This design comes from an exercise in tuning for small area on the open sky130 flow, not from production work. In this exercise RTL edits were held to simulation tests only and were not proved equivalent to the original. Power and IR drop assume default switching activity.

File: design/flow/run.sh
#!/bin/bash
# synth_recipe.tcl (not shown) runs the flow's synth.tcl, then flattens the netlist and writes it again
# the make line also repeats each setting of config.mk as NAME=value (left out here)
make -C /OpenROAD-flow-scripts/flow DESIGN_CONFIG=/design/flow/config.mk WORK_HOME=/design/flow/orfs CLKGATE_MAP_FILE= SYNTH_SCRIPT=/design/flow/synth_recipe.tcl finish
File: design/flow/config.mk
export PLATFORM = sky130hd
export DESIGN_NAME = ee354_mastermind_top_A7
export DESIGN_NICKNAME = ee354_mastermind_top_A7
export VERILOG_FILES = /design/flow/design.v
export SDC_FILE = /design/flow/constraint.sdc
export NUM_CORES = 4
export LEC_CHECK = 0
export CAP_MARGIN = 20
export CORE_MARGIN = 2
export CORE_UTILIZATION = 40
export PLACE_DENSITY = 0.6
export SLEW_MARGIN = 20
File: design/flow/constraint.sdc
create_clock -name core_clock -period 14.0 [get_ports {ClkPort}]
set_input_delay 2.8000 -clock core_clock [delete_from_list [all_inputs] [get_ports {ClkPort}]]
set_output_delay 2.8000 -clock core_clock [all_outputs]
set_load 0.01 [all_outputs]
File: design/flow/design.v
module ee354_debouncer(CLK, RESET, PB, SCEN);
  input  CLK, RESET, PB;
  output SCEN;
  localparam [2:0]
    INI   = 3'd0,
    W84   = 3'd1,
    WS    = 3'd2,
    MCEN  = 3'd3,
    CCEN  = 3'd4,
    MCONT = 3'd5,
    CCR   = 3'd6,
    WFCR  = 3'd7;
  reg       scen;       
  reg [2:0] st;         
  reg [7:0] cnt;        
  reg [3:0] mc;         
  assign SCEN = scen;
  always @(posedge CLK or posedge RESET) begin
    if (RESET) begin
      scen <= 1'b0;
      st   <= INI;
    end else if (scen) begin
      scen <= 1'b0;
      st   <= WS;
    end else begin
      case (st)
        INI:   if (PB) st <= W84;
        W84:   if (!PB) st <= INI;
               else if (cnt[3]) begin scen <= 1'b1; st <= INI; end
        WS:    if (!PB) st <= CCR;
               else if (cnt[7]) st <= MCEN;
        MCEN:  st <= CCEN;
        CCEN:  if (!PB) st <= CCR;
               else if (cnt[7]) st <= (mc == 4'd8) ? MCONT : MCEN;
        MCONT: if (!PB) st <= CCR;
        CCR:   st <= WFCR;
        WFCR:  if (PB) st <= WS;
               else if (cnt[3]) st <= INI;
      endcase
    end
  end
  wire clr_cnt = scen | (st == INI) | (st == MCEN) | (st == CCR);
  wire clr_mc  = !scen & ((st == INI) | (st == CCR));
  wire inc_mc  = scen | (st == MCEN);
  always @(posedge CLK) begin
    if (clr_cnt) cnt <= 8'd0;
    else         cnt <= cnt + 8'd1;
    if (clr_mc)      mc <= 4'd0;
    else if (inc_mc) mc <= mc + 4'd1;
  end
endmodule
module mastermind_core(
    input  wire        Clk,
    input  wire        Reset,
    input  wire [11:0] correct_answer,
    input  wire [2:0]  current_color,
    input  wire        confirm_color,
    input  wire        check_guess,
    input  wire        BtnL,
    input  wire        BtnR,
    output reg  [1:0]  index,
    output reg  [2:0]  guess_num,
    output wire        q_Input,
    output wire        q_DoneC,
    output reg  [11:0] cgd,
    output reg  [59:0] frozen
);
    localparam [2:0] START = 3'b000, INPUT = 3'b001, CHECK = 3'b010,
                     DONEC = 3'b100, DONENC = 3'b110;
    reg [2:0]  state;
    reg [11:0] target;
    reg [11:0] current_guess;
    assign q_Input = state[0];
    assign q_DoneC = state[2] & ~state[1];
    wire is_start = (state == START);
    wire is_check = (state == CHECK);
    wire all_filled =
        current_guess[ 2:0] != 3'd0 &&
        current_guess[ 5:3] != 3'd0 &&
        current_guess[ 8:6] != 3'd0 &&
        current_guess[11:9] != 3'd0;
    wire match  = (current_guess == target);
    wire commit = is_check && !match && guess_num != 3'd5;
    always @(posedge Clk or posedge Reset) begin
        if (Reset) begin
            state     <= START;
            guess_num <= 3'd0;
            cgd       <= 12'd0;
        end else begin
            case (state)
              START:  state <= INPUT;
              INPUT:  if (check_guess && all_filled) state <= CHECK;
              CHECK:  if (match) state <= DONEC;
                      else if (guess_num == 3'd5) state <= DONENC;
                      else state <= INPUT;
              DONEC:  ;
              DONENC: ;
              default: state <= START;
            endcase
            if (commit) guess_num <= guess_num + 3'd1;
            cgd <= (is_start || commit) ? 12'd0 : current_guess;
        end
    end
    integer k;
    always @(posedge Clk) begin
        if (is_start) begin
            index         <= 2'd0;
            target        <= correct_answer;
            current_guess <= 12'd0;
        end else if (q_Input) begin
            if (BtnR && index != 2'b11)
              index <= index + 2'd1;
            else if (BtnL && index != 2'b00)
              index <= index - 2'd1;
            if (confirm_color)
              current_guess[index*3 +: 3] <= current_color;
        end else if (commit) begin
            current_guess <= 12'd0;
        end
        for (k = 0; k < 5; k = k + 1)
            if (commit && guess_num == k)
                frozen[k*12 +: 12] <= current_guess;
    end
endmodule
module mastermind_vga (
    input             clk,
    input             bright,
    input       [9:0] hc,
    input       [9:0] vc,
    input      [59:0] frozen,
    input      [11:0] cgd,
    input       [2:0] guess_num,
    input             q_Input,
    input       [1:0] cursor_index,
    input       [2:0] current_color,
    input             q_DoneC,
    output reg        r, g, b
);
  wire [1:0] col = hc[7:6];
  wire [2:0] row = vc[8:6];
  wire [5:0] dx  = hc[5:0];
  wire [5:0] dy  = vc[5:0];
  wire in_x = hc[9] & ~hc[8] & ~(col == 2'd3 && dx >= 6'd48);
  wire in_y = vc[9] & (row < 3'd5 || (row == 3'd5 && dy < 6'd48));
  wire in_grid = in_x & in_y;
  wire [5:0] adx = dx[5] ? dx - 6'd24 : (dx >= 6'd24 ? dx - 6'd24 : 6'd24 - dx);
  wire [5:0] ady = dy[5] ? dy - 6'd24 : (dy >= 6'd24 ? dy - 6'd24 : 6'd24 - dy);
  reg  [4:0] half;
  always @* begin
    case (ady[4:0])
      5'd0: half = 5'd16;
      5'd1, 5'd2, 5'd3, 5'd4, 5'd5: half = 5'd15;
      5'd6, 5'd7: half = 5'd14;
      5'd8, 5'd9: half = 5'd13;
      5'd10: half = 5'd12;
      5'd11: half = 5'd11;
      5'd12: half = 5'd10;
      5'd13: half = 5'd9;
      5'd14: half = 5'd7;
      5'd15: half = 5'd5;
      default: half = 5'd0;
    endcase
  end
  wire circ = (ady <= 6'd16) && (adx <= {1'b0, half});
  reg [2:0] peg;
  always @* begin
    if (row < guess_num)
      peg = frozen[row*12 + col*3 +: 3];
    else if (row == guess_num)
      peg = cgd[col*3 +: 3];
    else
      peg = 3'd0;
  end
  wire active = q_Input && (row == guess_num);
  wire cursor = active && (col == cursor_index);
  wire border = (dx < 6'd2) || (dx >= 6'd46) || (dy < 6'd2) || (dy >= 6'd46);
  reg [2:0] c;
  always @* begin
    if (circ && peg != 3'd0)  c = peg;
    else if (circ && cursor)  c = current_color;
    else                      c = 3'd0;
  end
  wire cr = (c == 3'd4) || (c == 3'd5) || (c == 3'd6);
  wire cg = (c == 3'd2) || (c == 3'd3) || (c == 3'd5);
  wire cb = (c == 3'd1) || (c == 3'd3) || (c == 3'd6);
  wire white = active && border;
  always @(posedge clk) begin
    r <= bright & ~q_DoneC & in_grid & (cr | white);
    g <= bright & (q_DoneC | (in_grid & (cg | white)));
    b <= bright & ~q_DoneC & in_grid & (cb | white);
  end
endmodule
module display_controller(
  input            clk,
  input            reset,
  output           hSync, vSync,
  output           bright,
  output reg [9:0] hc,
  output reg [9:0] vc
);
  localparam [9:0] H0 = 10'd212, V0 = 10'd462;
  wire h_end = (hc == 10'd1011);    
  wire v_end = (vc == 10'd986);     
  always @(posedge clk or posedge reset) begin
    if (reset) begin
      hc <= H0;
      vc <= V0;
    end else if (!h_end) begin
      hc <= hc + 10'd1;
    end else begin
      hc <= H0;
      vc <= v_end ? V0 : vc + 10'd1;
    end
  end
  assign hSync = (hc < 10'd308);    
  assign vSync = (vc < 10'd464);    
  assign bright = (hc >= 10'd357) && (hc <= 10'd996) &&    
                  (vc >= 10'd497) && (vc <= 10'd977);      
endmodule
`timescale 1ns / 1ps
module ee354_mastermind_top_A7(
    input  wire       ClkPort,
    input  wire       Reset,
    input  wire       BtnL, BtnU, BtnD, BtnR, BtnC,
    input  wire       Sw5, Sw4, Sw3, Sw2, Sw1, Sw0,
    input  wire [11:0] Answer,
    output wire       hSync, vSync,
    output wire [3:0] vgaR, vgaG, vgaB
);
  wire sys_clk = ClkPort;
  wire reset_db;
  ee354_debouncer db_reset(
    .CLK(sys_clk), .RESET(Reset), .PB(BtnU), .SCEN(reset_db)
  );
  wire game_reset = reset_db | Reset;
  wire btn_reset  = BtnU | Reset;
  wire confirm_color, confirm_guess, left_db, right_db;
  ee354_debouncer db_color (
    .CLK(sys_clk), .RESET(btn_reset), .PB(BtnD), .SCEN(confirm_color)
  );
  ee354_debouncer db_guess (
    .CLK(sys_clk), .RESET(btn_reset), .PB(BtnC), .SCEN(confirm_guess)
  );
  ee354_debouncer db_right(
    .CLK(sys_clk), .RESET(btn_reset), .PB(BtnR), .SCEN(right_db)
  );
  ee354_debouncer db_left (
    .CLK(sys_clk), .RESET(btn_reset), .PB(BtnL), .SCEN(left_db)
  );
  wire [1:0]  cursor_index;
  wire [2:0]  guessNumber;
  wire        q_Input, q_DoneC;
  wire [11:0] cgd;
  wire [59:0] frozen;
  reg  [2:0]  current_color;
  always @(posedge sys_clk or posedge game_reset) begin
    if (game_reset)
      current_color <= 3'd0;
    else if (q_Input)
      case ({Sw5,Sw4,Sw3,Sw2,Sw1,Sw0})
        6'b000001: current_color <= 3'b001;
        6'b000010: current_color <= 3'b010;
        6'b000100: current_color <= 3'b011;
        6'b001000: current_color <= 3'b100;
        6'b010000: current_color <= 3'b101;
        6'b100000: current_color <= 3'b110;
        default:   current_color <= 3'b000;
      endcase
  end
  mastermind_core core_u(
    .Clk            (sys_clk),
    .Reset          (game_reset),
    .correct_answer (Answer),
    .current_color  (current_color),
    .confirm_color  (confirm_color),
    .check_guess    (confirm_guess),
    .BtnL           (left_db),
    .BtnR           (right_db),
    .index          (cursor_index),
    .guess_num      (guessNumber),
    .q_Input        (q_Input),
    .q_DoneC        (q_DoneC),
    .cgd            (cgd),
    .frozen         (frozen)
  );
  wire       bright;
  wire [9:0] hc, vc;
  display_controller dc(
    .clk    (sys_clk),
    .reset  (Reset),
    .hSync  (hSync),
    .vSync  (vSync),
    .bright (bright),
    .hc     (hc),
    .vc     (vc)
  );
  wire r, g, b;
  mastermind_vga mg_vga(
    .clk           (sys_clk),
    .bright        (bright),
    .hc            (hc),
    .vc            (vc),
    .frozen        (frozen),
    .cgd           (cgd),
    .guess_num     (guessNumber),
    .q_Input       (q_Input),
    .cursor_index  (cursor_index),
    .current_color (current_color),
    .q_DoneC       (q_DoneC),
    .r             (r),
    .g             (g),
    .b             (b)
  );
  assign vgaR = {4{r}};
  assign vgaG = {4{g}};
  assign vgaB = {4{b}};
endmodule
==> results of run 1 <==
[layer usage]
metal	track usage [%]	wire length (um)	vias up
li1	-	-	4646
met1	23.3	12700	4508
met2	27.0	12700	184
met3	2.49	1240	34
met4	3.35	481	0
met5	0	0	-
[logic make-up (layout without fill, tap and decap cells)]
group / Yosys count / after routing / share of synthesized area (%)
flip-flops: 210 / 210 / 42.5
AND/OR/NAND/NOR: 458 / 458 / 18.2
AO/OA/AOI/OAI: 284 / 284 / 15.0
buffers and inverters: 141 / 153 / 5.15
XOR/XNOR: 70 / 70 / 4.97
adder cells (fa/ha/maj): 62 / 62 / 6.38
multiplexers: 59 / 59 / 7.77
[worst reg2reg max path, stage by stage (launching register included)]
cell	delay [ns]
dfstp_2	0.51
buf_4	0.65
ha_1	0.38
ha_1	0.22
fa_1	0.89
nand2b_1	0.34
nor3_1	0.08
nor2_1	0.09
o21ai_1	0.07
o311ai_0	0.29
and4_1	0.39
a41oi_1	0.18
or3_1	0.40
a21o_1	0.19
a21oi_2	0.12
[cell type report]
type | count | area [um2]
Fill cell | 2869 | 16700
Multi-Input combinational cell | 933 | 6460
Sequential cell | 210 | 5240
Clock buffer | 32 | 672
Tap cell | 396 | 495
Timing Repair Buffer | 45 | 440
Inverter | 64 | 240
Clock inverter | 12 | 163
[layout by cell type (no fill, tap or decap), types with 16 or more instances in the layout]
cell / count
a21oi_1: 58
and3_1: 24
clkbuf_16: 25
clkdlybuf4s50_1: 38
dfrtp_1: 51
dfxtp_1: 77
edfxtp_1: 72
ha_1: 58
inv_1: 63
mux2i_1: 24
mux4_2: 22
nand2_1: 90
nand2b_1: 16
nand3_1: 60
nor2_1: 131
nor2b_1: 18
nor3_1: 41
o21ai_0: 87
xnor2_1: 26
xor2_1: 44
[path summary, 6_finish.rpt]
| check | from | to | slack, ns | cells past startpoint |
|---|---|---|---|---|
| max in group asynchronous | Reset | dc.hc[2] | 10.78 | 3 |
| min in group asynchronous | db_reset.scen | core_u.guess_num[0] | 0.61 | 1 |
| worst max register to register | dc.hc[6] | mg_vga.b | 9.14 | 14 |
| worst min-delay path | db_reset.cnt[0] | db_reset.cnt[0] | 0.45 | 1 |
| worst min register to register | db_reset.cnt[0] | db_reset.cnt[0] | 0.45 | 1 |
| worst max-delay path | dc.hc[6] | hSync | 8.13 | 7 |
[registers in the layout, indices dropped and copies added, names as in the netlist, 4 cells and up]
| name | count |
|---|---|
| db_guess.cnt | 8 |
| core_u.current_guess | 12 |
| db_guess.mc | 4 |
| db_left.mc | 4 |
| db_color.mc | 4 |
| core_u.frozen | 60 |
| core_u.cgd | 12 |
| dc.hc | 10 |
| core_u.target | 12 |
| db_right.cnt | 8 |
| db_reset.mc | 4 |
| db_right.mc | 4 |
| dc.vc | 10 |
| db_color.cnt | 8 |
| db_reset.cnt | 8 |
| db_left.cnt | 8 |
[power by group]
part           switching [mW]  internal, mW  total (mW)
clock network           0.250         0.410       0.661
registers               0.109         0.689       0.799
logic                   0.175         0.146       0.321
[Yosys cell counts (9+ instances only)]
library cell | count | area share [%]
xor2_1 | 44 | 3.1
a31oi_1 | 12 | 0.61
a211oi_1 | 11 | 0.67
nand2b_1 | 16 | 0.81
and4_1 | 9 | 0.64
dfstp_2 | 10 | 2.1
and3_1 | 24 | 1.2
mux2i_1 | 24 | 1.9
mux4_2 | 22 | 4.0
clkbuf_1 | 48 | 1.5
nor2b_1 | 18 | 0.91
buf_4 | 13 | 0.79
a21oi_1 | 58 | 2.4
nor4_1 | 11 | 0.56
a22oi_1 | 13 | 0.79
nand2_1 | 90 | 2.7
dfxtp_1 | 77 | 13
ha_1 | 58 | 5.9
and2_1 | 12 | 0.61
inv_1 | 63 | 1.9
o22ai_1 | 11 | 0.56
o21ai_0 | 87 | 3.5
edfxtp_1 | 72 | 18
nor3_1 | 42 | 1.7
or2_2 | 9 | 0.46
nand3_1 | 60 | 2.4
xnor2_1 | 26 | 1.8
nor2_1 | 132 | 4.0
dfrtp_1 | 51 | 10
==> summary.txt, run 1 <==
STA
  • Post-route setup slack: 8.13 ns
  • Max_slew headroom: 28.8%
  • Crit path time final: 5.87 ns
  • Achievable clock frequency: 170 MHz
  • Tightest Pin Transition: 1.07 ns
  • Max-slew violations: 0
  • Final setup violation count: 0
  • Final hold slack: 0.454 ns
  • Post-route setup TNS: 0 ns
  • RSZ-0062 raised after global routing: false
  • Clk_skew: 0.00939 ns
  • Final Hold Fails: 0
  • Final Cycle Share: 41.9%

Routing
  • TritonRoute pass-1 iters: 5
  • Routed WL per cell: 16.0 um
  • WL final: 27000 um
  • Via count: 9372
  • Vias per cell: 5.54
  • Detailed-route DRC error count: 0
  • Post-route antenna net violation count: 0
  • Drt first-iter violations: 695

Power
  • Power per cell area: 130 nW/um2
  • Static Leak: 5.05 nW
  • Peak supply drop: 0.0838 mV
  • Final Power: 1.78 mW

Worst setup path
  • WP data required: 11.20 ns
  • Bufs and invs on worst path: 3
  • Worst path arrival time: 3.07 ns
  • Startpoint types: flip-flop
  • Largest delay contributor family on the critical path: buffers and inverters
  • Crit path capture type: output port
  • Crit-path max FO: 56
  • Crit-path cells: buf_4 > inv_1 > ha_1 > o21ai_0 > o21ai_0 > a21oi_1 > clkdlybuf4s50_1
  • Slowest stage delay, CP: 0.65 ns
  • Slowest stage cell, crit path: buf_4
  • Cell repeated most along the worst path: o21ai_0
  • Crit Path Category: reg2out

Clock tree
  • Clock Sinks: 210
  • H-tree lvl count: 1
  • Root Driver: clkbuf_16
  • Cts hold-fix bufs: 0
  • Longest Clk Path Bufs: 3
  • Buffer count from post-CTS setup fixing: 0
  • PostCTS Resize Cnt: 0
  • Num CTS Buffers: 24
  • Clk Latency, worst-skew pair: 0.52 ns
  • CTS tree: built
  • Clock slew at reported path FFs: 0.06 ns

Floorplanning
  • Die Y: 180 um
  • Initial Utilization: 40.5%
  • Rows: 64
  • Die W: 180 um
  • IO Pins: 39
  • Die area: 32200 um2
  • Core area: 30400 um2

Status
  • Status: timing/DRC/antenna clean

Global route
  • Largest net degree at the start of global routing: 57
  • GRT Total Usage: 16.5%
  • Vias in the first global route: 8844
  • Grt total ovfl: 0
  • Initial antenna violation count: 0
  • Wire length of the first global-routing pass: 45200 um

Synth
  • Post-synth top flop: dfxtp_1
  • Synth Net Count: 1369
  • Post-synthesis register bit count: 210
  • Sequential fraction of the synthesis area: 42.5%
  • Syn Inst Count: 1284
  • FFs w/ async S/R, synth: 29.0%
  • Synth warnings: 5
  • Mapped Area: 12300 um2
  • Post-synth cell types: 80
  • Syn Area/Cell: 9.60 um2
  • Post-synth EDFFs: 72

Finish
  • Inserted Diodes: 0
  • Layout cells sized above 1: 8.56%
  • Area Overhead vs Synth: 11.3%
  • Layout net count: 1363
  • Fin util: 45.1%
  • Post-Layout Inst Area: 13700 um2
  • Final Non-Filler Cells: 1692

Run
  • Max_cap viols: 0

Place
  • Placed Area: 12900 um2
  • Gpl congestion: 0.854
  • Dpl ws: 8.60 ns
  • Buffers on Ports: 38
  • Placed Cells: 1647
  • Detail Placement HPWL: 18800 um

Min path
  • Worst hold path class: reg2reg
==> run 2: changes to the inputs <==
--- a/design/flow/design.v
+++ b/design/flow/design.v
@@ -2,19 +2,21 @@
   input  CLK, RESET, PB;
   output SCEN;
   localparam [2:0]
-    INI   = 3'd0,
-    W84   = 3'd1,
+    INI   = 3'd7,
+    W84   = 3'd4,
     WS    = 3'd2,
-    MCEN  = 3'd3,
-    CCEN  = 3'd4,
-    MCONT = 3'd5,
-    CCR   = 3'd6,
-    WFCR  = 3'd7;
+    MCEN  = 3'd0,
+    CCEN  = 3'd3,
+    MCONT = 3'd1,
+    CCR   = 3'd5,
+    WFCR  = 3'd6;
   reg       scen;       
   reg [2:0] st;         
   reg [7:0] cnt;        
-  reg [3:0] mc;         
+  reg [2:0] mc;         
   assign SCEN = scen;
+  wire t8   = cnt[7];
+  wire t128 = cnt[7] & cnt[5] & cnt[4] & cnt[2] & cnt[1];
   always @(posedge CLK or posedge RESET) begin
     if (RESET) begin
       scen <= 1'b0;
@@ -26,16 +28,16 @@
       case (st)
         INI:   if (PB) st <= W84;
         W84:   if (!PB) st <= INI;
-               else if (cnt[3]) begin scen <= 1'b1; st <= INI; end
+               else if (t8) begin scen <= 1'b1; st <= INI; end
         WS:    if (!PB) st <= CCR;
-               else if (cnt[7]) st <= MCEN;
+               else if (t128) st <= MCEN;
         MCEN:  st <= CCEN;
         CCEN:  if (!PB) st <= CCR;
-               else if (cnt[7]) st <= (mc == 4'd8) ? MCONT : MCEN;
+               else if (t128) st <= (mc == 3'd0) ? MCONT : MCEN;
         MCONT: if (!PB) st <= CCR;
         CCR:   st <= WFCR;
         WFCR:  if (PB) st <= WS;
-               else if (cnt[3]) st <= INI;
+               else if (t8) st <= INI;
       endcase
     end
   end
@@ -44,9 +46,9 @@
   wire inc_mc  = scen | (st == MCEN);
   always @(posedge CLK) begin
     if (clr_cnt) cnt <= 8'd0;
-    else         cnt <= cnt + 8'd1;
-    if (clr_mc)      mc <= 4'd0;
-    else if (inc_mc) mc <= mc + 4'd1;
+    else         cnt <= {cnt[6:0], ~(cnt[7] ^ cnt[4])};
+    if (clr_mc)      mc <= 3'd0;
+    else if (inc_mc) mc <= mc + 3'd1;
   end
 endmodule
 module mastermind_core(
@@ -62,18 +64,28 @@
     output reg  [2:0]  guess_num,
     output wire        q_Input,
     output wire        q_DoneC,
-    output reg  [11:0] cgd,
+    output reg  [11:0] board,
     output reg  [59:0] frozen
 );
     localparam [2:0] START = 3'b000, INPUT = 3'b001, CHECK = 3'b010,
                      DONEC = 3'b100, DONENC = 3'b110;
     reg [2:0]  state;
     reg [11:0] target;
-    reg [11:0] current_guess;
+    reg        pv;         
+    reg [1:0]  pcol;       
+    reg [2:0]  pcolor;     
     assign q_Input = state[0];
     assign q_DoneC = state[2] & ~state[1];
     wire is_start = (state == START);
     wire is_check = (state == CHECK);
+    reg [11:0] current_guess;
+    integer j;
+    always @* begin
+        current_guess = board;
+        for (j = 0; j < 4; j = j + 1)
+            if (pv && pcol == j)
+                current_guess[j*3 +: 3] = pcolor;
+    end
     wire all_filled =
         current_guess[ 2:0] != 3'd0 &&
         current_guess[ 5:3] != 3'd0 &&
@@ -85,7 +97,8 @@
         if (Reset) begin
             state     <= START;
             guess_num <= 3'd0;
-            cgd       <= 12'd0;
+            board     <= 12'd0;
+            pv        <= 1'b0;
         end else begin
             case (state)
               START:  state <= INPUT;
@@ -98,24 +111,22 @@
               default: state <= START;
             endcase
             if (commit) guess_num <= guess_num + 3'd1;
-            cgd <= (is_start || commit) ? 12'd0 : current_guess;
+            board <= (is_start || commit) ? 12'd0 : current_guess;
+            pv    <= q_Input && confirm_color;
         end
     end
     integer k;
     always @(posedge Clk) begin
+        pcol   <= index;
+        pcolor <= current_color;
         if (is_start) begin
-            index         <= 2'd0;
-            target        <= correct_answer;
-            current_guess <= 12'd0;
+            index  <= 2'd0;
+            target <= correct_answer;
         end else if (q_Input) begin
             if (BtnR && index != 2'b11)
               index <= index + 2'd1;
             else if (BtnL && index != 2'b00)
               index <= index - 2'd1;
-            if (confirm_color)
-              current_guess[index*3 +: 3] <= current_color;
-        end else if (commit) begin
-            current_guess <= 12'd0;
         end
         for (k = 0; k < 5; k = k + 1)
             if (commit && guess_num == k)
@@ -128,7 +139,7 @@
     input       [9:0] hc,
     input       [9:0] vc,
     input      [59:0] frozen,
-    input      [11:0] cgd,
+    input      [11:0] board,
     input       [2:0] guess_num,
     input             q_Input,
     input       [1:0] cursor_index,
@@ -143,33 +154,36 @@
   wire in_x = hc[9] & ~hc[8] & ~(col == 2'd3 && dx >= 6'd48);
   wire in_y = vc[9] & (row < 3'd5 || (row == 3'd5 && dy < 6'd48));
   wire in_grid = in_x & in_y;
-  wire [5:0] adx = dx[5] ? dx - 6'd24 : (dx >= 6'd24 ? dx - 6'd24 : 6'd24 - dx);
-  wire [5:0] ady = dy[5] ? dy - 6'd24 : (dy >= 6'd24 ? dy - 6'd24 : 6'd24 - dy);
-  reg  [4:0] half;
+  wire [5:0] ax = (dx < 6'd24) ? (6'd24 - dx) : (dx - 6'd24);
+  wire [5:0] ay = (dy < 6'd24) ? (6'd24 - dy) : (dy - 6'd24);
+  reg [4:0] half;    
   always @* begin
-    case (ady[4:0])
-      5'd0: half = 5'd16;
+    case (ay[4:0])
+      5'd0:                         half = 5'd16;
       5'd1, 5'd2, 5'd3, 5'd4, 5'd5: half = 5'd15;
-      5'd6, 5'd7: half = 5'd14;
-      5'd8, 5'd9: half = 5'd13;
-      5'd10: half = 5'd12;
-      5'd11: half = 5'd11;
-      5'd12: half = 5'd10;
-      5'd13: half = 5'd9;
-      5'd14: half = 5'd7;
-      5'd15: half = 5'd5;
-      default: half = 5'd0;
+      5'd6, 5'd7:                   half = 5'd14;
+      5'd8, 5'd9:                   half = 5'd13;
+      5'd10:                        half = 5'd12;
+      5'd11:                        half = 5'd11;
+      5'd12:                        half = 5'd10;
+      5'd13:                        half = 5'd9;
+      5'd14:                        half = 5'd7;
+      5'd15:                        half = 5'd5;
+      default:                      half = 5'd0;
     endcase
   end
-  wire circ = (ady <= 6'd16) && (adx <= {1'b0, half});
+  wire circ = (ay <= 6'd16) && (ax <= {1'b0, half});
+  wire [3:0] cs = 4'b1 << col;
+  wire [7:0] rs = 8'b1 << row;
   reg [2:0] peg;
+  integer i, j;
   always @* begin
-    if (row < guess_num)
-      peg = frozen[row*12 + col*3 +: 3];
-    else if (row == guess_num)
-      peg = cgd[col*3 +: 3];
-    else
-      peg = 3'd0;
+    peg = 3'd0;
+    for (i = 0; i < 5; i = i + 1)
+      for (j = 0; j < 4; j = j + 1)
+        peg = peg | ({3{rs[i] & cs[j] & (i < guess_num)}} & frozen[i*12 + j*3 +: 3]);
+    for (j = 0; j < 4; j = j + 1)
+      peg = peg | ({3{(row == guess_num) & cs[j]}} & board[j*3 +: 3]);
   end
   wire active = q_Input && (row == guess_num);
   wire cursor = active && (col == cursor_index);
@@ -250,7 +264,7 @@
   wire [1:0]  cursor_index;
   wire [2:0]  guessNumber;
   wire        q_Input, q_DoneC;
-  wire [11:0] cgd;
+  wire [11:0] board;
   wire [59:0] frozen;
   reg  [2:0]  current_color;
   always @(posedge sys_clk or posedge game_reset) begin
@@ -280,7 +294,7 @@
     .guess_num      (guessNumber),
     .q_Input        (q_Input),
     .q_DoneC        (q_DoneC),
-    .cgd            (cgd),
+    .board            (board),
     .frozen         (frozen)
   );
   wire       bright;
@@ -301,7 +315,7 @@
     .hc            (hc),
     .vc            (vc),
     .frozen        (frozen),
-    .cgd           (cgd),
+    .board           (board),
     .guess_num     (guessNumber),
     .q_Input       (q_Input),
     .cursor_index  (cursor_index),
==> run 2 against run 1 <==
Still clean. Final area decreased by 20%. Non-clock buffer count down 2. Critical path depth down 3. Register-to-register slack gained 0.81 ns. Core utilization up 0.081 points. Combinational power is 18% lower. Worst setup slack better by 0.71 ns. Critical endpoint unchanged.
==> summary.txt, run 2 <==
Routing
  • Via count: 6934 (-26%)
  • Post-route antenna net violation count: 0 (unchanged)
  • Routed metal-1 wirelength: 9790 um (-23%)
  • Vias per cell: 5.35 (-3.4%)
  • Met3 wire length: 701 um (-43%)
  • WL met2: 9440 um (-25%)
  • DR top layer: met4
  • WL final: 20200 um (-25%)
  • Detailed-route DRC error count: 0 (unchanged)
  • Drt first-iter violations: 450 (-35%)
  • TritonRoute pass-1 iters: 5 (unchanged)
  • Routed WL per cell: 15.6 um (-2.3%)

Clock tree
  • Clock slew at reported path FFs: 0.07 ns (about the same)
  • Clock Sinks: 199 (-5.2%)
  • Cts hold-fix bufs: 0 (unchanged)
  • Clk Latency, worst-skew pair: 0.44 ns (-0.08 ns)
  • PostCTS Resize Cnt: 0 (unchanged)
  • Longest Clk Path Bufs: 2 (-1)
  • Root Driver: clkbuf_16
  • Buffer count from post-CTS setup fixing: 0 (unchanged)
  • CTS tree: built
  • Num CTS Buffers: 17 (-29%)
  • H-tree lvl count: 4 (+3)

Worst setup path
  • Worst path arrival time: 2.36 ns (-0.71 ns)
  • Worst setup path startpoint: dc.hc[6]
  • WP data required: 11.20 ns (about the same)
  • Slowest stage cell, crit path: dfstp_2
  • Largest delay contributor family on the critical path: flip-flops
  • Startpoint types: flip-flop
  • Bufs and invs on worst path: 1 (-2)
  • Slowest stage delay, CP: 1.01 ns (+0.36 ns)
  • Crit-path max FO: 35 (-38%)
  • Crit Path Category: reg2out
  • Crit path capture type: output port
  • Crit-path cells: nor2_1 > o21ai_0 > a21oi_1 > clkdlybuf4s50_1
  • Worst reg2reg startpoint: dc.vc[1]

Floorplanning
  • Initial Utilization: 40.7% (+0.15 points)
  • Rows: 57 (-11%)
  • IO Pins: 39 (unchanged)
  • Die W: 161 um (-10%)
  • Core area: 24300 um2 (-20%)
  • Die Y: 161 um (-10%)
  • Die area: 26000 um2 (-19%)

Global route
  • Vias in the first global route: 6606 (-25%)
  • Initial antenna violation count: 0 (unchanged)
  • Grt total ovfl: 0 (unchanged)
  • GRT Total Usage: 16.3% (-0.24 points)
  • Largest net degree at the start of global routing: 36 (-37%)
  • Wire length of the first global-routing pass: 33900 um (-25%)

Place
  • Dpl ws: 9.32 ns (+0.715 ns)
  • Gpl congestion: 0.832 (-2.6%)
  • Buffers on Ports: 38 (unchanged)
  • Placed Cells: 1264 (-23%)
  • Detail Placement HPWL: 14400 um (-24%)

Synth
  • Post-synth EDFFs: 72 (unchanged)
  • Area leader, netlist: edfxtp_1
  • Syn Area/Cell: 10.3 um2 (+7.5%)
  • Post-synth top flop: edfxtp_1
  • Synth Net Count: 1014 (-26%)
  • Most numerous cell in the Yosys netlist: nor2_1
  • Post-synth cell types: 75 (-6.3%)
  • Sequential fraction of the synthesis area: 51.0% (+8.5 points)
  • Synth warnings: 5 (unchanged)
  • Syn Inst Count: 958 (-25%)
  • Mapped Area: 9890 um2 (-20%)
  • FFs w/ async S/R, synth: 31.2% (+2.1 points)
  • Post-synthesis register bit count: 199 (-5.2%)
  • Top cell type's share of synthesized area: 21.9% (+4.3 points)
  • Synth area leaders: edfxtp_1 (22%), dfxtp_1 (13%), dfrtp_1 (9.4%), dfstp_2 (6.6%), ha_1 (3.9%)
  • Commonest cells in the netlist: nor2_1 (97), edfxtp_1 (72), dfxtp_1 (65), o21ai_0 (54), nand2_1 (53)

Min path
  • Worst hold path class: reg2reg
  • Hold Path Origin: current_color[2]

STA
  • Post-route setup TNS: 0 ns (unchanged)
  • Final setup violation count: 0 (unchanged)
  • Achievable clock frequency: 194 MHz (+14%)
  • Final Hold Fails: 0 (unchanged)
  • Crit path time final: 5.16 ns (-0.714 ns)
  • Post-route setup slack: 8.84 ns (+0.714 ns)
  • Max_slew headroom: 36.3% (+7.5 points)
  • RSZ-0062 raised after global routing: false
  • Tightest Pin Transition: 0.954 ns (-0.113 ns)
  • Clk_skew: 0.0146 ns (+0.00522 ns)
  • Final Cycle Share: 36.8% (-5.1 points)
  • Final hold slack: 0.422 ns (-0.0314 ns)
  • Max-slew violations: 0 (unchanged)

Finish
  • Most common cell after layout, fill and taps aside: nor2_1
  • Inserted Diodes: 0 (unchanged)
  • Max reg flops: 60 (unchanged)
  • Most flop-heavy register: core_u.frozen
  • Layout cells sized above 1: 8.85% (+0.28 points)
  • Final Non-Filler Cells: 1296 (-23%)
  • Most frequent cells in the layout: nor2_1 (95), edfxtp_1 (72), dfxtp_1 (65)
  • Largest registers: core_u.frozen x60, core_u.board x12, core_u.target x12
  • Area Overhead vs Synth: 11.1%
  • Layout net count: 1015 (-26%)

Power
  • Peak supply drop: 0.0864 mV (+3.2%)
  • Static Leak: 4.13 nW (-18%)
  • Power per cell area: 139 nW/um2 (+7.2%)
  • Final Power: 1.53 mW (-14%)

Status
  • Status: timing/DRC/antenna clean

Run
  • Max_cap viols: 0 (unchanged)
-- run 2: changes by cell type after synthesis, moves of 20 or more --
cell     delta
nand3_1    -35
nor2_1     -35
ha_1       -27
o21ai_0    -33
nor3_1     -22
and2_1     +34
a21oi_1    -20
nand2_1    -37
xor2_1     -34
-- run 2: routing by layer --
layer / track usage [%] / vias to the layer above
met5: 0 / -
met4: 5.36 / 0
met3: 3.42 / 19
met2: 25.8 / 124
met1: 22.3 / 3354
li1: - / 3437
-- run 2: logic make-up (layout without fill, tap and decap cells) --
group	after synthesis	count (layout)	share of synthesized area (%)
AO/OA/AOI/OAI	197	197	13.2
buffers and inverters	111	125	4.96
multiplexers	32	32	4.44
adder cells (fa/ha/maj)	31	31	3.92
flip-flops	199	199	51.0
AND/OR/NAND/NOR	348	348	18.9
XOR/XNOR	40	40	3.62
-- run 2: area by class of cell --
cell class	count	area [um2]
Fill cell	2274	13300
Multi-Input combinational cell	648	4360
Clock buffer	23	499
Tap cell	324	405
Clock inverter	9	63.8
Inverter	50	188
Sequential cell	199	5050
Timing Repair Buffer	43	418
-- run 2: where the power goes --
group / leakage [nW] / internal (mW) / switching (mW)
Combinational: 1.95 / 0.131 / 0.131
Sequential: 1.90 / 0.705 / 0.0946
Clock: 0.279 / 0.253 / 0.214
Total: 4.13 / 1.09 / 0.440
-- run 2: path summary, 6_finish.rpt --
check	cells past startpoint	to	slack, ns
worst min-delay path	0	core_u.pcolor[2]	0.42
max in group asynchronous	2	dc.hc[9]	10.43
worst max register to register	15	mg_vga.b	9.95
min in group asynchronous	1	current_color[0]	0.57
worst max-delay path	4	hSync	8.84
worst min register to register	0	core_u.pcolor[2]	0.42
-- run 2: worst register-to-register path, delay by kind of cell, from the launching register on --
family                     cells  cell delay, ns
AOI/OAI and AO/OA              9            2.00
and+or+nand+nor                2            0.60
DFF                            1            0.59
adders and majority gates      2            0.56
buffers and inverters          2            0.21
-- run 2: metrics by stage --
stage / cell area [um2] / utilization (%)
after floorplan: 9890 / -
final: 11000 / 45.2
after CTS: 11000 / 45.1
after global placement: 10400 / 42.8
after detailed placement: 10400 / 42.8
after global routing: 11000 / 45.2
==> run 3: changes to the inputs <==
--- a/design/flow/design.v
+++ b/design/flow/design.v
@@ -148,46 +148,80 @@
     output reg        r, g, b
 );
   wire [1:0] col = hc[7:6];
+  wire [5:0] hx  = hc[5:0];
   wire [2:0] row = vc[8:6];
-  wire [5:0] dx  = hc[5:0];
   wire [5:0] dy  = vc[5:0];
-  wire in_x = hc[9] & ~hc[8] & ~(col == 2'd3 && dx >= 6'd48);
+  wire in_x = hc[9] & ~hc[8] & (hc[7:3] != 5'd0) & (hc[7:3] != 5'd31);
   wire in_y = vc[9] & (row < 3'd5 || (row == 3'd5 && dy < 6'd48));
   wire in_grid = in_x & in_y;
-  wire [5:0] ax = (dx < 6'd24) ? (6'd24 - dx) : (dx - 6'd24);
-  wire [5:0] ay = (dy < 6'd24) ? (6'd24 - dy) : (dy - 6'd24);
-  reg [4:0] half;    
+  reg       on_line;
+  reg [4:0] half;       
   always @* begin
-    case (ay[4:0])
-      5'd0:                         half = 5'd16;
-      5'd1, 5'd2, 5'd3, 5'd4, 5'd5: half = 5'd15;
-      5'd6, 5'd7:                   half = 5'd14;
-      5'd8, 5'd9:                   half = 5'd13;
-      5'd10:                        half = 5'd12;
-      5'd11:                        half = 5'd11;
-      5'd12:                        half = 5'd10;
-      5'd13:                        half = 5'd9;
-      5'd14:                        half = 5'd7;
-      5'd15:                        half = 5'd5;
-      default:                      half = 5'd0;
+    on_line = 1'b0; half = 5'd0;
+    case (dy)
+      6'd8: begin on_line = 1'b1; half = 5'd0; end
+      6'd9: begin on_line = 1'b1; half = 5'd5; end
+      6'd10: begin on_line = 1'b1; half = 5'd7; end
+      6'd11: begin on_line = 1'b1; half = 5'd9; end
+      6'd12: begin on_line = 1'b1; half = 5'd10; end
+      6'd13: begin on_line = 1'b1; half = 5'd11; end
+      6'd14: begin on_line = 1'b1; half = 5'd12; end
+      6'd15: begin on_line = 1'b1; half = 5'd13; end
+      6'd16: begin on_line = 1'b1; half = 5'd13; end
+      6'd17: begin on_line = 1'b1; half = 5'd14; end
+      6'd18: begin on_line = 1'b1; half = 5'd14; end
+      6'd19: begin on_line = 1'b1; half = 5'd15; end
+      6'd20: begin on_line = 1'b1; half = 5'd15; end
+      6'd21: begin on_line = 1'b1; half = 5'd15; end
+      6'd22: begin on_line = 1'b1; half = 5'd15; end
+      6'd23: begin on_line = 1'b1; half = 5'd15; end
+      6'd24: begin on_line = 1'b1; half = 5'd16; end
+      6'd25: begin on_line = 1'b1; half = 5'd15; end
+      6'd26: begin on_line = 1'b1; half = 5'd15; end
+      6'd27: begin on_line = 1'b1; half = 5'd15; end
+      6'd28: begin on_line = 1'b1; half = 5'd15; end
+      6'd29: begin on_line = 1'b1; half = 5'd15; end
+      6'd30: begin on_line = 1'b1; half = 5'd14; end
+      6'd31: begin on_line = 1'b1; half = 5'd14; end
+      6'd32: begin on_line = 1'b1; half = 5'd13; end
+      6'd33: begin on_line = 1'b1; half = 5'd13; end
+      6'd34: begin on_line = 1'b1; half = 5'd12; end
+      6'd35: begin on_line = 1'b1; half = 5'd11; end
+      6'd36: begin on_line = 1'b1; half = 5'd10; end
+      6'd37: begin on_line = 1'b1; half = 5'd9; end
+      6'd38: begin on_line = 1'b1; half = 5'd7; end
+      6'd39: begin on_line = 1'b1; half = 5'd5; end
+      6'd40: begin on_line = 1'b1; half = 5'd0; end
+      default: ;
     endcase
   end
-  wire circ = (ay <= 6'd16) && (ax <= {1'b0, half});
+  wire       sx = hx[5];
+  wire [4:0] fx = sx ? hx[4:0] : ~hx[4:0];
+  reg lt, eq;
+  integer i;
+  always @* begin
+    lt = 1'b0; eq = 1'b1;
+    for (i = 4; i >= 0; i = i - 1) begin
+      lt = lt | (eq & ~fx[i] & half[i]);
+      eq = eq & ~(fx[i] ^ half[i]);
+    end
+  end
+  wire circ = on_line & (lt | (sx & eq));
   wire [3:0] cs = 4'b1 << col;
   wire [7:0] rs = 8'b1 << row;
-  reg [2:0] peg;
-  integer i, j;
+  reg  [2:0] peg;
+  integer j, k;
   always @* begin
     peg = 3'd0;
-    for (i = 0; i < 5; i = i + 1)
-      for (j = 0; j < 4; j = j + 1)
-        peg = peg | ({3{rs[i] & cs[j] & (i < guess_num)}} & frozen[i*12 + j*3 +: 3]);
-    for (j = 0; j < 4; j = j + 1)
-      peg = peg | ({3{(row == guess_num) & cs[j]}} & board[j*3 +: 3]);
+    for (j = 0; j < 5; j = j + 1)
+      for (k = 0; k < 4; k = k + 1)
+        peg = peg | ({3{rs[j] & cs[k] & (j < guess_num)}} & frozen[j*12 + k*3 +: 3]);
+    for (k = 0; k < 4; k = k + 1)
+      peg = peg | ({3{(row == guess_num) & cs[k]}} & board[k*3 +: 3]);
   end
   wire active = q_Input && (row == guess_num);
   wire cursor = active && (col == cursor_index);
-  wire border = (dx < 6'd2) || (dx >= 6'd46) || (dy < 6'd2) || (dy >= 6'd46);
+  wire border = (hx < 6'd10) || (hx >= 6'd54) || (dy < 6'd2) || (dy >= 6'd46);
   reg [2:0] c;
   always @* begin
     if (circ && peg != 3'd0)  c = peg;
@@ -212,8 +246,8 @@
   output reg [9:0] hc,
   output reg [9:0] vc
 );
-  localparam [9:0] H0 = 10'd212, V0 = 10'd462;
-  wire h_end = (hc == 10'd1011);    
+  localparam [9:0] H0 = 10'd220, V0 = 10'd462;
+  wire h_end = (hc == 10'd1019);    
   wire v_end = (vc == 10'd986);     
   always @(posedge clk or posedge reset) begin
     if (reset) begin
@@ -226,9 +260,9 @@
       vc <= v_end ? V0 : vc + 10'd1;
     end
   end
-  assign hSync = (hc < 10'd308);    
+  assign hSync = (hc < 10'd316);    
   assign vSync = (vc < 10'd464);    
-  assign bright = (hc >= 10'd357) && (hc <= 10'd996) &&    
+  assign bright = (hc >= 10'd365) && (hc <= 10'd1004) &&    
                   (vc >= 10'd497) && (vc <= 10'd977);      
 endmodule
 `timescale 1ns / 1ps
==> run 3 against run 2 <==
Still clean on timing, DRC and antenna. Final area shrank 0.79%. Sequential power hardly changed. Worst setup slack better by 0.060 ns. Critical path type unchanged.
==> summary.txt, run 3 <==
Clock tree
  • Clk Latency, worst-skew pair: 0.44 ns (about the same)
  • Root Driver: clkbuf_16
  • Clock Sinks: 199 (unchanged)
  • Buffer count from post-CTS setup fixing: 0 (unchanged)
  • Num CTS Buffers: 17 (unchanged)
  • PostCTS Resize Cnt: 0 (unchanged)
  • Cts hold-fix bufs: 0 (unchanged)
  • CTS tree: built
  • Longest Clk Path Bufs: 2 (unchanged)
  • H-tree lvl count: 4 (unchanged)
  • Clock slew at reported path FFs: 0.07 ns (about the same)

Floorplanning
  • Die area: 25700 um2 (-1.2%)
  • IO Pins: 39 (unchanged)
  • Die Y: 160 um (-0.58%)
  • Core area: 24200 um2 (-0.59%)
  • Initial Utilization: 40.4% (-0.25 points)
  • Rows: 57 (unchanged)
  • Die W: 160 um (-0.58%)

Status
  • Status: timing/DRC/antenna clean

Finish
  • Largest registers: core_u.frozen x60, core_u.board x12, core_u.target x12
  • Post-Layout Inst Area: 10900 um2 (-0.79%)
  • Most frequent cells in the layout: nor2_1 (91), edfxtp_1 (72), dfxtp_1 (65)
  • Inserted Diodes: 0 (unchanged)
  • Max reg flops: 60 (unchanged)
  • Most flop-heavy register: core_u.frozen
  • Filler cells: 2282 (+0.35%)
  • Most common cell after layout, fill and taps aside: nor2_1
  • Final Non-Filler Cells: 1271 (-1.9%)
  • Layout net count: 988 (-2.7%)
  • Area Overhead vs Synth: 11.5%
  • Layout cells sized above 1: 9.93% (+1.1 points)
  • Fin util: 45.1% (-0.091 points)

Global route
  • Grt total ovfl: 0 (unchanged)
  • Largest net degree at the start of global routing: 29 (-19%)
  • GRT Total Usage: 16.1% (-0.15 points)
  • Initial antenna violation count: 0 (unchanged)
  • Wire length of the first global-routing pass: 33200 um (-2.2%)
  • Vias in the first global route: 6519 (-1.3%)

Routing
  • TritonRoute pass-1 iters: 5 (unchanged)
  • Via count: 6691 (-3.5%)
  • Drt first-iter violations: 576 (+28%)
  • WL final: 19900 um (-1.7%)
  • Routed WL per cell: 15.6 um (+0.25%)
  • Detailed-route DRC error count: 0 (unchanged)
  • Vias per cell: 5.26 (-1.6%)
  • Post-route antenna net violation count: 0 (unchanged)

Worst setup path
  • Crit-path cells: nor2_1 > nand2_1 > a21oi_1 > clkdlybuf4s50_1
  • Startpoint types: flip-flop
  • Crit-path max FO: 28 (-20%)
  • Slowest stage cell, crit path: dfstp_2
  • Crit path capture type: output port
  • Crit Path Category: reg2out
  • WP data required: 11.20 ns (about the same)
  • Worst path arrival time: 2.30 ns (-0.06 ns)
  • Slowest stage delay, CP: 0.98 ns (-0.03 ns)

Synth
  • Top cell type's share of synthesized area: 22.1% (+0.26 points)
  • Post-Synth XOR/XNOR Area: 3.86% (+0.24 points)
  • Syn Inst Count: 926 (-3.3%)
  • Synth Area in Simple Gates: 18.2% (-0.67 points)
  • Sequential fraction of the synthesis area: 51.7% (+0.63 points)
  • Post-synthesis mux area share: 5.46% (+1.0 points)
  • Syn Area/Cell: 10.6 um2 (+2.2%)
  • Post-synth EDFFs: 72 (unchanged)
  • Synth area leaders: edfxtp_1 (22%), dfxtp_1 (13%), dfrtp_1 (9.2%), dfstp_2 (7.0%), ha_1 (3.7%)
  • Synth Area in Compound Gates: 12.3% (-0.88 points)
  • Most numerous cell in the Yosys netlist: nor2_1
  • Commonest cells in the netlist: nor2_1 (92), edfxtp_1 (72), dfxtp_1 (65), nand2_1 (53), and2_1 (52)
  • Synth warnings: 5 (unchanged)
  • Synth Net Count: 980 (-3.4%)
  • Post-synth cell types: 76 (+1.3%)
  • Post-synth top flop: edfxtp_1
  • FFs w/ async S/R, synth: 31.2% (unchanged)
  • Largest family of logic cells by synthesized area: simple AND/OR/NAND/NOR gates
  • Post-synthesis adder-cell area fraction: 3.82% (-0.11 points)
  • Mapped Area: 9770 um2 (-1.2%)
  • Area leader, netlist: edfxtp_1
  • Post-synthesis register bit count: 199 (unchanged)

STA
  • Post-route setup TNS: 0 ns (unchanged)
  • Clk_skew: 0.0187 ns (+0.00411 ns)
  • Final Cycle Share: 36.4% (-0.43 points)
  • Final Hold Fails: 0 (unchanged)
  • Max-slew violations: 0 (unchanged)
  • Achievable clock frequency: 196 MHz (+1.2%)
  • Tightest Pin Transition: 0.985 ns (+0.0311 ns)
  • RSZ-0062 raised after global routing: false
  • Final setup violation count: 0 (unchanged)
  • Crit path time final: 5.10 ns (-0.0599 ns)
  • Max_slew headroom: 34.3% (-2.1 points)

Place
  • Gpl congestion: 0.825 (-0.89%)
  • Placed Area: 10300 um2 (-0.79%)
  • Placed Cells: 1239 (-2.0%)
  • Buffers on Ports: 38 (unchanged)
  • Detail Placement HPWL: 14100 um (-2.0%)

Run
  • Max_cap viols: 0 (unchanged)

Power
  • Final Power: 1.54 mW (+0.68%)
  • Static Leak: 4.19 nW (+1.6%)
  • Peak supply drop: 0.0884 mV (+2.3%)
  • Power per cell area: 141 nW/um2 (+1.5%)

Min path
  • Worst hold path class: reg2reg
==> run 3: where the power goes <==
part / internal [mW] / leakage, nW / switching, mW
combinational: 0.134 / 2.02 / 0.141
sequential: 0.707 / 1.89 / 0.0922
clock: 0.242 / 0.280 / 0.223
==> run 3: cell families (layout without fill, tap and decap cells) <==
| group | after synthesis | in the layout |
|---|---|---|
| xor+xnor | 43 | 43 |
| simple gates | 334 | 334 |
| fa+ha+maj | 30 | 30 |
| flops | 199 | 199 |
| buf+inv | 104 | 125 |
| mux | 38 | 38 |
| compound gates | 178 | 178 |
==> run 3: layout make-up <==
cell class / count / area, um2 / area share [%]
tap: 324 / 405 / 3.72
multi-input combinational: 623 / 4270 / 39.2
clock buffer: 18 / 450 / 4.13
clock inverter: 14 / 111 / 1.02
inverter: 50 / 188 / 1.72
sequential: 199 / 5050 / 46.3
timing repair buffer: 43 / 418 / 3.84
==> run 3: metal layers <==
layer	global-route usage, %	wire, um	up-vias
li1	-	-	3316
met1	21.6	9510	3232
met2	26.4	9470	117
met3	2.86	601	26
met4	5.65	310	0
met5	0	0	-
==> run 3: per-stage QoR <==
step	setup WS, ns	hold WS [ns]
finish	8.90	0.418
global route	8.75	0.423
CTS	8.88	0.415
detailed placement	9.36	0.392
global placement	9.37	0.408
floorplan	9.90	0.347
==> run 3: critical path: cells and delay by family (launching register included) <==
| family | cells | cell delay, ns |
|---|---|---|
| AND/OR/NAND/NOR | 2 | 0.31 |
| buffers and inverters | 1 | 0.50 |
| flip-flops | 1 | 0.98 |
| AO/OA/AOI/OAI | 1 | 0.08 |
==> run 3: final timing paths <==
| kind | start | end | slack, ns | cells past startpoint |
|---|---|---|---|---|
| max | dc.hc[6] | hSync | 8.90 | 4 |
| min | current_color[1] | core_u.pcolor[1] | 0.42 | 0 |
| max reg2reg | core_u.pv | core_u.frozen[34] | 10.49 | 8 |
| min reg2reg | current_color[1] | core_u.pcolor[1] | 0.42 | 0 |
| max in group asynchronous | Reset | dc.hc[5] | 10.40 | 2 |
| min in group asynchronous | db_reset.scen | core_u.board[9] | 0.58 | 2 |
==> run 4: changes to the inputs <==
==> design/flow/flow/run.sh (new file) <==
#!/bin/bash
# Own layout flow: the standard flow (standard.sh) with these changes to
# how the layout is made:
#  - after the standard synthesis (unchanged), its combinational cells are
#    mapped again for area by ABC (remap.tcl); registers keep their
#    instances, names and cell types;
#  - ports are buffered with buf_1 instead of the resizer's default pick;
#  - CTS uses small clock buffers and inserts no dummy loads.
# Logs: flow_synth.log, flow_comb_cells.log, flow_remap.log, flow_layout.log
# in this folder, and
# the ORFS logs under orfs/logs.
set -euo pipefail
here=$(pwd)
res="$here/orfs/results/${FLOW_PLATFORM}/ee354_mastermind_top_A7/base"
bash standard.sh synth > "$here/flow_synth.log" 2>&1
cp "$res/1_2_yosys.v" "$here/standard_synth.v"
export LIB="$FLOW_HOME/platforms/sky130hd/lib/sky130_fd_sc_hd__tt_025C_1v80.lib"
export COMB_CELLS="$here/comb_cells.v"
yosys -c "$here/flow/comb_cells.tcl" > "$here/flow_comb_cells.log" 2>&1
NET_IN="$here/standard_synth.v" NET_OUT="$here/remapped.v" TOP="$FLOW_TOP" \
ABC_SCRIPT="$here/flow/area.abc" \
DONT_USE="sky130_fd_sc_hd__probe_p_8 sky130_fd_sc_hd__probec_p_8 sky130_fd_sc_hd__lpflow_*" \
  yosys -c "$here/flow/remap.tcl" > "$here/flow_remap.log" 2>&1
cp "$here/remapped.v" "$res/1_2_yosys.v"
rm -f "$res/1_synth.odb" "$res/1_synth.sdc"
export BUFFER_PORTS_ARGS="-buffer_cell sky130_fd_sc_hd__buf_1"
export CTS_ARGS="-sink_clustering_enable -repair_clock_nets -dont_use_dummy_load -sink_clustering_size 16 -buf_list {sky130_fd_sc_hd__clkbuf_8 sky130_fd_sc_hd__clkbuf_4}"
bash standard.sh > "$here/flow_layout.log" 2>&1
==> design/flow/flow/area.abc (new file) <==
strash; balance; rewrite; refactor; balance; rewrite; rewrite -z; balance; refactor -z; rewrite -z; balance; dch -f; amap; topo; dnsize
==> design/flow/flow/comb_cells.tcl (new file) <==
# Write Verilog models of the platform's combinational cells from their
# liberty functions (env: LIB, COMB_CELLS).
yosys read_liberty -ignore_miss_func $::env(LIB)
yosys delete sky130_fd_sc_hd__df* sky130_fd_sc_hd__edf* sky130_fd_sc_hd__sdf* sky130_fd_sc_hd__sedf* sky130_fd_sc_hd__dl* sky130_fd_sc_hd__conb_1 sky130_fd_sc_hd__lpflow* sky130_fd_sc_hd__probe* sky130_fd_sc_hd__ebuf* sky130_fd_sc_hd__einv*
yosys write_verilog -noattr $::env(COMB_CELLS)
==> design/flow/flow/remap.tcl (new file) <==
# Re-map the combinational logic of the standard synthesis netlist for area.
# Sequential cells stay as they are (same instances, names and cell types);
# every other cell is read as its liberty function and mapped again by ABC.
# env: LIB, NET_IN, NET_OUT, TOP, ABC_SCRIPT, DONT_USE, COMB_CELLS
#   COMB_CELLS: Verilog models of the combinational cells (written by
#   comb_cells.tcl from the liberty file)
yosys read_liberty -lib $::env(LIB)
yosys read_verilog -overwrite $::env(COMB_CELLS)
yosys read_verilog $::env(NET_IN)
yosys hierarchy -top $::env(TOP)
yosys flatten
yosys hierarchy -top $::env(TOP)
yosys delete t:\$scopeinfo
yosys techmap
yosys opt_clean -purge
set du {}
foreach c $::env(DONT_USE) { lappend du -dont_use $c }
yosys abc -script $::env(ABC_SCRIPT) -liberty $::env(LIB) {*}$du
yosys opt_clean -purge
yosys splitnets
yosys opt_clean -purge
yosys hilomap -singleton -hicell sky130_fd_sc_hd__conb_1 HI -locell sky130_fd_sc_hd__conb_1 LO
yosys insbuf -buf sky130_fd_sc_hd__buf_1 A X
yosys tee -o $::env(NET_OUT).stat stat -liberty $::env(LIB)
yosys write_verilog -noattr -nohex -nodec $::env(NET_OUT)
==> design/flow/standard.sh (new file) <==
#!/bin/bash
# synth_recipe.tcl (not shown) runs the flow's synth.tcl, then flattens the netlist and writes it again
# the make line also repeats each setting of config.mk as NAME=value (left out here)
make -C /OpenROAD-flow-scripts/flow DESIGN_CONFIG=/design/flow/config.mk WORK_HOME=/design/flow/orfs CLKGATE_MAP_FILE= SYNTH_SCRIPT=/design/flow/synth_recipe.tcl "${@:-finish}"
--- a/design/flow/config.mk
+++ b/design/flow/config.mk
@@ -7,6 +7,6 @@
 export LEC_CHECK = 0
 export CAP_MARGIN = 20
 export CORE_MARGIN = 2
-export CORE_UTILIZATION = 40
-export PLACE_DENSITY = 0.6
+export CORE_UTILIZATION = 65
+export PLACE_DENSITY = 0.8
 export SLEW_MARGIN = 20
removed: design/flow/run.sh
==> run 4 against run 3 <==
Global-route usage grew 11 points. Highest routed layer unchanged. Power shrank 13%. Maximum frequency grew 0.88%. Final cell count shrank 13%. Non-clock buffer count grew 3. Synthesized cell count shrank 5.3%. Clock-buffer cell count shrank 1. Routed wire length shrank 7.0%.
==> summary.txt, run 4 <==
Clock tree
  • Root Driver: clkbuf_8
  • Longest Clk Path Bufs: 2 (unchanged)
  • CTS tree: built
  • Clk Latency, worst-skew pair: 0.46 ns (+0.02 ns)
  • Clock Sinks: 199 (unchanged)
  • Clock slew at reported path FFs: 0.09 ns (+0.02 ns)
  • Buffer count from post-CTS setup fixing: 0 (unchanged)
  • PostCTS Resize Cnt: 0 (unchanged)
  • H-tree lvl count: 4 (unchanged)
  • Num CTS Buffers: 17 (unchanged)
  • Cts hold-fix bufs: 0 (unchanged)

Routing
  • TritonRoute pass-1 iters: 5 (unchanged)
  • Detailed-route DRC error count: 0 (unchanged)
  • Routed WL per cell: 16.8 um (+7.4%)
  • Via count: 6803 (+1.7%)
  • Drt first-iter violations: 855 (+48%)
  • Post-route antenna net violation count: 0 (unchanged)
  • Vias per cell: 6.18 (+17%)
  • WL final: 18500 um (-7.0%)

Min path
  • Worst hold path class: reg2reg
  • Hold Path Origin: current_color[2]

Place
  • Placed Area: 8870 um2 (-14%)
  • Gpl congestion: 0.909 (+10%)
  • Dpl ws: 9.06 ns (-0.295 ns)
  • Detail Placement HPWL: 13600 um (-3.5%)
  • Placed Cells: 1081 (-13%)
  • Buffers on Ports: 38 (unchanged)

Floorplanning
  • Initial Utilization: 66.9% (+26 points)
  • IO Pins: 39 (unchanged)
  • Core area: 12700 um2 (-47%)
  • Rows: 41 (-28%)
  • Die area: 14000 um2 (-45%)
  • Die Y: 118 um (-26%)
  • Die W: 118 um (-26%)

Global route
  • Largest net degree at the start of global routing: 25 (-14%)
  • Grt total ovfl: 0 (unchanged)
  • Vias in the first global route: 6381 (-2.1%)
  • Wire length of the first global-routing pass: 30600 um (-7.8%)
  • GRT Total Usage: 27.6% (+11 points)
  • Initial antenna violation count: 0 (unchanged)

Finish
  • Filler cells: 958 (-58%)
  • Final Non-Filler Cells: 1100 (-13%)
  • Layout cells sized above 1: 5.93% (-4.0 points)
  • Sequential cell area: 5050 um2 (unchanged)
  • Most frequent cells in the layout: nor2_1 (141), clkinv_1 (123), edfxtp_1 (72)
  • Post-Layout Inst Area: 9130 um2 (-16%)
  • Multi-input logic area: 2970 um2 (-30%)
  • Most flop-heavy register: core_u.frozen
  • Layout net count: 955 (-3.3%)
  • Inserted Diodes: 0 (unchanged)
  • Area Overhead vs Synth: 7.31%
  • Largest registers: core_u.frozen x60, core_u.board x12, core_u.target x12
  • Max reg flops: 60 (unchanged)
  • Fin util: 71.8% (+27 points)
  • Most common cell after layout, fill and taps aside: nor2_1

STA
  • Post-route setup TNS: 0 ns (unchanged)
  • Achievable clock frequency: 198 MHz (+0.88%)
  • Post-route setup slack: 8.95 ns (+0.0446 ns)
  • Crit path time final: 5.05 ns (-0.0446 ns)
  • Final setup violation count: 0 (unchanged)
  • Final Hold Fails: 0 (unchanged)
  • Final hold slack: 0.381 ns (-0.0366 ns)
  • Tightest Pin Transition: 1.05 ns (+0.0690 ns)
  • Max_slew headroom: 29.3% (-5.0 points)
  • RSZ-0062 raised after global routing: false
  • Final Cycle Share: 36.1% (-0.32 points)
  • Max-slew violations: 0 (unchanged)
  • Clk_skew: 0.0287 ns (+0.00994 ns)

Worst setup path
  • Worst path arrival time: 2.25 ns (-0.05 ns)
  • Crit Path Category: reg2out
  • Crit path capture type: output port
  • Startpoint types: flip-flop
  • WP data required: 11.20 ns (about the same)
  • Crit-path max FO: 15 (-46%)
  • Worst setup path startpoint: dc.hc[7]
  • Worst reg2reg startpoint: core_u.pv

Synth
  • Syn Inst Count: 877 (-5.3%)
  • Mapped Area: 8510 um2 (-13%)
  • Syn Area/Cell: 9.70 um2 (-8.0%)
  • Synth Net Count: 902 (-8.0%)
  • Synth warnings: 5 (unchanged)

Power
  • Power per cell area: 147 nW/um2 (+3.8%)
  • Static Leak: 3.20 nW (-24%)
  • Final Power: 1.34 mW (-13%)
  • Peak supply drop: 0.124 mV (+40%)

Status
  • Status: timing/DRC/antenna clean

Run
  • Max_cap viols: 0 (unchanged)
==> run 4: final timing paths <==
path | end | slack (ns) | cells after the start
max in group asynchronous | dc.hc[8] | 11.07 | 2
worst min register to register | core_u.pcolor[2] | 0.38 | 0
worst max register to register | core_u.frozen[47] | 9.68 | 16
worst max-delay path | hSync | 8.95 | 6
worst min-delay path | core_u.pcolor[2] | 0.38 | 0
min in group asynchronous | core_u.guess_num[1] | 0.47 | 1
==> run 4: routing by layer <==
metal / track usage [%] / up-vias / routed length (um)
li1: - / 3263 / -
met1: 36.3 / 3190 / 7800
met3: 6.23 / 37 / 1460
met5: 0 / - / 0
met4: 9.30 / 0 / 369
met2: 45.5 / 313 / 8860
==> run 4: cell type report <==
type	count	area share, %
repair buffers	46	2.19
multi-input cells	543	32.6
flip-flops and latches	199	55.3
inverters	123	5.06
well taps	172	2.36
clock buffers	17	2.56
==> run 4: critical path: stages, from the launching register on <==
cell,delay [ns]
dfstp_2,0.42
nor2_2,0.58
clkinv_1,0.31
a31oi_1,0.21
nor2_1,0.05
nor2_1,0.08
buf_1,0.16
==> run 4: where the power goes <==
part / total (mW) / internal, mW / leakage, nW / switching, mW
sequential: 0.773 / 0.710 / 1.92 / 0.0629
clock: 0.268 / 0.108 / 0.122 / 0.161
combinational: 0.297 / 0.111 / 1.17 / 0.186
==> run 5: changes to the inputs <==
--- a/design/flow/flow/run.sh
+++ b/design/flow/flow/run.sh
@@ -24,5 +24,5 @@
 cp "$here/remapped.v" "$res/1_2_yosys.v"
 rm -f "$res/1_synth.odb" "$res/1_synth.sdc"
 export BUFFER_PORTS_ARGS="-buffer_cell sky130_fd_sc_hd__buf_1"
-export CTS_ARGS="-sink_clustering_enable -repair_clock_nets -dont_use_dummy_load -sink_clustering_size 16 -buf_list {sky130_fd_sc_hd__clkbuf_8 sky130_fd_sc_hd__clkbuf_4}"
+export CTS_ARGS="-sink_clustering_enable -repair_clock_nets -dont_use_dummy_load -sink_clustering_size 12 -buf_list {sky130_fd_sc_hd__clkbuf_8 sky130_fd_sc_hd__clkbuf_4 sky130_fd_sc_hd__clkbuf_2}"
 bash standard.sh > "$here/flow_layout.log" 2>&1
--- a/design/flow/config.mk
+++ b/design/flow/config.mk
@@ -7,6 +7,6 @@
 export LEC_CHECK = 0
 export CAP_MARGIN = 20
 export CORE_MARGIN = 2
-export CORE_UTILIZATION = 65
-export PLACE_DENSITY = 0.8
+export CORE_UTILIZATION = 40
+export PLACE_DENSITY = 0.6
 export SLEW_MARGIN = 20
==> run 5 against run 4 <==
Area after synthesis did not move. Combinational power decreased by 2%. Worst setup slack improved by 0.41 ns. Final area up 1.7%. Global-route usage is 10 points lower. Core utilization decreased by 27 points. First-iteration DRC count fell by 28%. Synthesized cell count stayed put. Clock skew shrank 0.0071 ns. Largest power group unchanged.
==> summary.txt, run 5 <==
Status
  • Status: timing/DRC/antenna clean

Clock tree
  • Buffer count from post-CTS setup fixing: 0 (unchanged)
  • PostCTS Resize Cnt: 0 (unchanged)
  • Clock slew at reported path FFs: 0.08 ns (about the same)
  • Clk Latency, worst-skew pair: 0.46 ns (about the same)
  • H-tree lvl count: 4 (unchanged)
  • Num CTS Buffers: 17 (unchanged)
  • Root Driver: clkbuf_8
  • Longest Clk Path Bufs: 2 (unchanged)
  • Clock Sinks: 199 (unchanged)
  • Cts hold-fix bufs: 0 (unchanged)
  • CTS tree: built

Floorplanning
  • Core area: 21000 um2 (+65%)
  • Initial Utilization: 40.6% (-26 points)
  • Die W: 150 um (+27%)
  • Die area: 22500 um2 (+60%)
  • Rows: 53 (+29%)
  • Die Y: 150 um (+27%)
  • IO Pins: 39 (unchanged)

Finish
  • Area Overhead vs Synth: 9.15%
  • Most flop-heavy register: core_u.frozen
  • Largest registers: core_u.frozen x60, core_u.board x12, core_u.target x12
  • Inserted Diodes: 0 (unchanged)
  • Most frequent cells in the layout: nor2_1 (142), clkinv_1 (123), edfxtp_1 (72)
  • Layout cells sized above 1: 6.24% (+0.31 points)
  • Most common cell after layout, fill and taps aside: nor2_1
  • Max reg flops: 60 (unchanged)
  • Layout net count: 957 (+0.21%)
  • Post-Layout Inst Area: 9290 um2 (+1.7%)
  • Filler cells: 2052 (+110%)

Min path
  • Hold Path Origin: current_color[1]
  • Worst hold path class: reg2reg

Synth
  • Mapped Area: 8510 um2 (unchanged)
  • Synth warnings: 5 (unchanged)
  • Synth Net Count: 902 (unchanged)
  • Syn Area/Cell: 9.70 um2 (unchanged)
  • Syn Inst Count: 877 (unchanged)

Place
  • Buffers on Ports: 38 (unchanged)
  • Placed Area: 9040 um2 (+1.9%)
  • Gpl congestion: 0.878 (-3.4%)
  • Detail Placement HPWL: 13700 um (+1.0%)

Worst setup path
  • WP data required: 11.20 ns (about the same)
  • Worst reg2reg startpoint: core_u.pv
  • Crit Path Category: reg2out
  • Worst path arrival time: 1.85 ns (-0.40 ns)
  • Worst setup path startpoint: dc.hc[7]
  • Crit-path max FO: 15 (unchanged)
  • Crit path capture type: output port
  • Startpoint types: flip-flop

STA
  • Final Cycle Share: 33.2% (-2.9 points)
  • Max_slew headroom: 29.3% (about the same)
  • Final setup violation count: 0 (unchanged)
  • RSZ-0062 raised after global routing: false
  • Max-slew violations: 0 (unchanged)
  • Crit path time final: 4.65 ns (-0.407 ns)
  • Post-route setup TNS: 0 ns (unchanged)
  • Clk_skew: 0.0215 ns (-0.00712 ns)
  • Final Hold Fails: 0 (unchanged)
  • Tightest Pin Transition: 1.05 ns (+0.000259 ns)
  • Achievable clock frequency: 215 MHz (+8.8%)

Global route
  • Wire length of the first global-routing pass: 31000 um (+1.5%)
  • Grt total ovfl: 0 (unchanged)
  • Largest net degree at the start of global routing: 25 (unchanged)
  • Vias in the first global route: 6180 (-3.1%)
  • GRT Total Usage: 17.5% (-10 points)
  • Initial antenna violation count: 0 (unchanged)

Power
  • Switching power: 0.409 mW (about the same)
  • Peak supply drop: 0.0895 mV (-28%)
  • Switching part of the total: 30.6% (about the same)
  • Sequential share of power: 57.5% (-0.3 points)
  • Internal: 0.929 mW (about the same)
  • Gate power share: 21.7% (-0.5 points)
  • Power per cell area: 144 nW/um2 (-1.7%)
  • Part of the power in the clock network: 20.8% (+0.8 points)
  • Static Leak: 3.21 nW (+0.25%)

Run
  • Max_cap viols: 0 (unchanged)

Routing
  • Routed WL per cell: 15.6 um (-7.3%)
  • Vias per cell: 5.49 (-11%)
  • Drt first-iter violations: 615 (-28%)
  • Via count: 6615 (-2.8%)
  • WL final: 18800 um (+1.6%)
  • Detailed-route DRC error count: 0 (unchanged)
  • TritonRoute pass-1 iters: 5 (unchanged)
  • Post-route antenna net violation count: 0 (unchanged)
run 5: worst max-delay path: stages (launching register included):
cell and delay [ns]:
dfstp_2 0.42, nor2_1 0.11, buf_4 0.24, clkinv_1 0.18
a31oi_1 0.17, nor2_1 0.05, nor2_1 0.09, buf_1 0.16
run 5: path summary, 6_finish.rpt:
| check | end | slack [ns] | cells past startpoint |
|---|---|---|---|
| worst max-delay path | hSync | 9.35 | 7 |
| worst min register to register | core_u.pcolor[1] | 0.38 | 0 |
| worst max register to register | core_u.frozen[47] | 9.76 | 16 |
| min in group asynchronous | core_u.guess_num[2] | 0.49 | 1 |
| max in group asynchronous | core_u.board[5] | 10.93 | 3 |
| worst min-delay path | core_u.pcolor[1] | 0.38 | 0 |
run 5: layout make-up:
class | count | area (um2) | share of cell area, %
Timing Repair Buffer | 48 | 219 | 2.36
Clock buffer | 17 | 234 | 2.52
Tap cell | 275 | 344 | 3.70
Inverter | 123 | 462 | 4.97
Sequential cell | 199 | 5050 | 54.3
Multi-Input combinational cell | 543 | 2980 | 32.1
run 5: per-stage QoR:
stage	worst slack [ns]	total power, mW	instances	utilization (%)	hold WS [ns]
floorplan	9.67	0.994	877	-	0.354
global placement	9.80	1.07	1186	43.1	0.358
detailed placement	9.80	1.07	1187	43.1	0.363
CTS	9.32	1.35	1204	44.3	0.388
global route	9.19	1.43	1205	44.3	0.395
finish	9.35	1.34	1205	44.3	0.380
run 5: per-layer routing:
metal / track usage [%] / routed length (um)
met3: 3.90 / 1120
met5: 0 / 0
met1: 24.1 / 8680
met4: 4.39 / 242
met2: 28.1 / 8740
run 5: power groups by stage:
stage | clock network (mW) | logic [mW] | registers, mW
6_report | 0.279 | 0.290 | 0.770
5_1_grt | 0.310 | 0.336 | 0.782
4_1_cts | 0.289 | 0.290 | 0.770
3_5_place_dp | 0 | 0.289 | 0.781
3_3_place_gp | 0 | 0.285 | 0.781
2_1_floorplan | 0 | 0.230 | 0.764

Check on run 5: ideal ports give 9.352 ns setup slack; a clkbuf_16 on the clock port and buf_2 on the inputs give 9.313 ns; moving port delays by the midpoint clock arrival (0.483 ns) as well gives 9.760 ns.
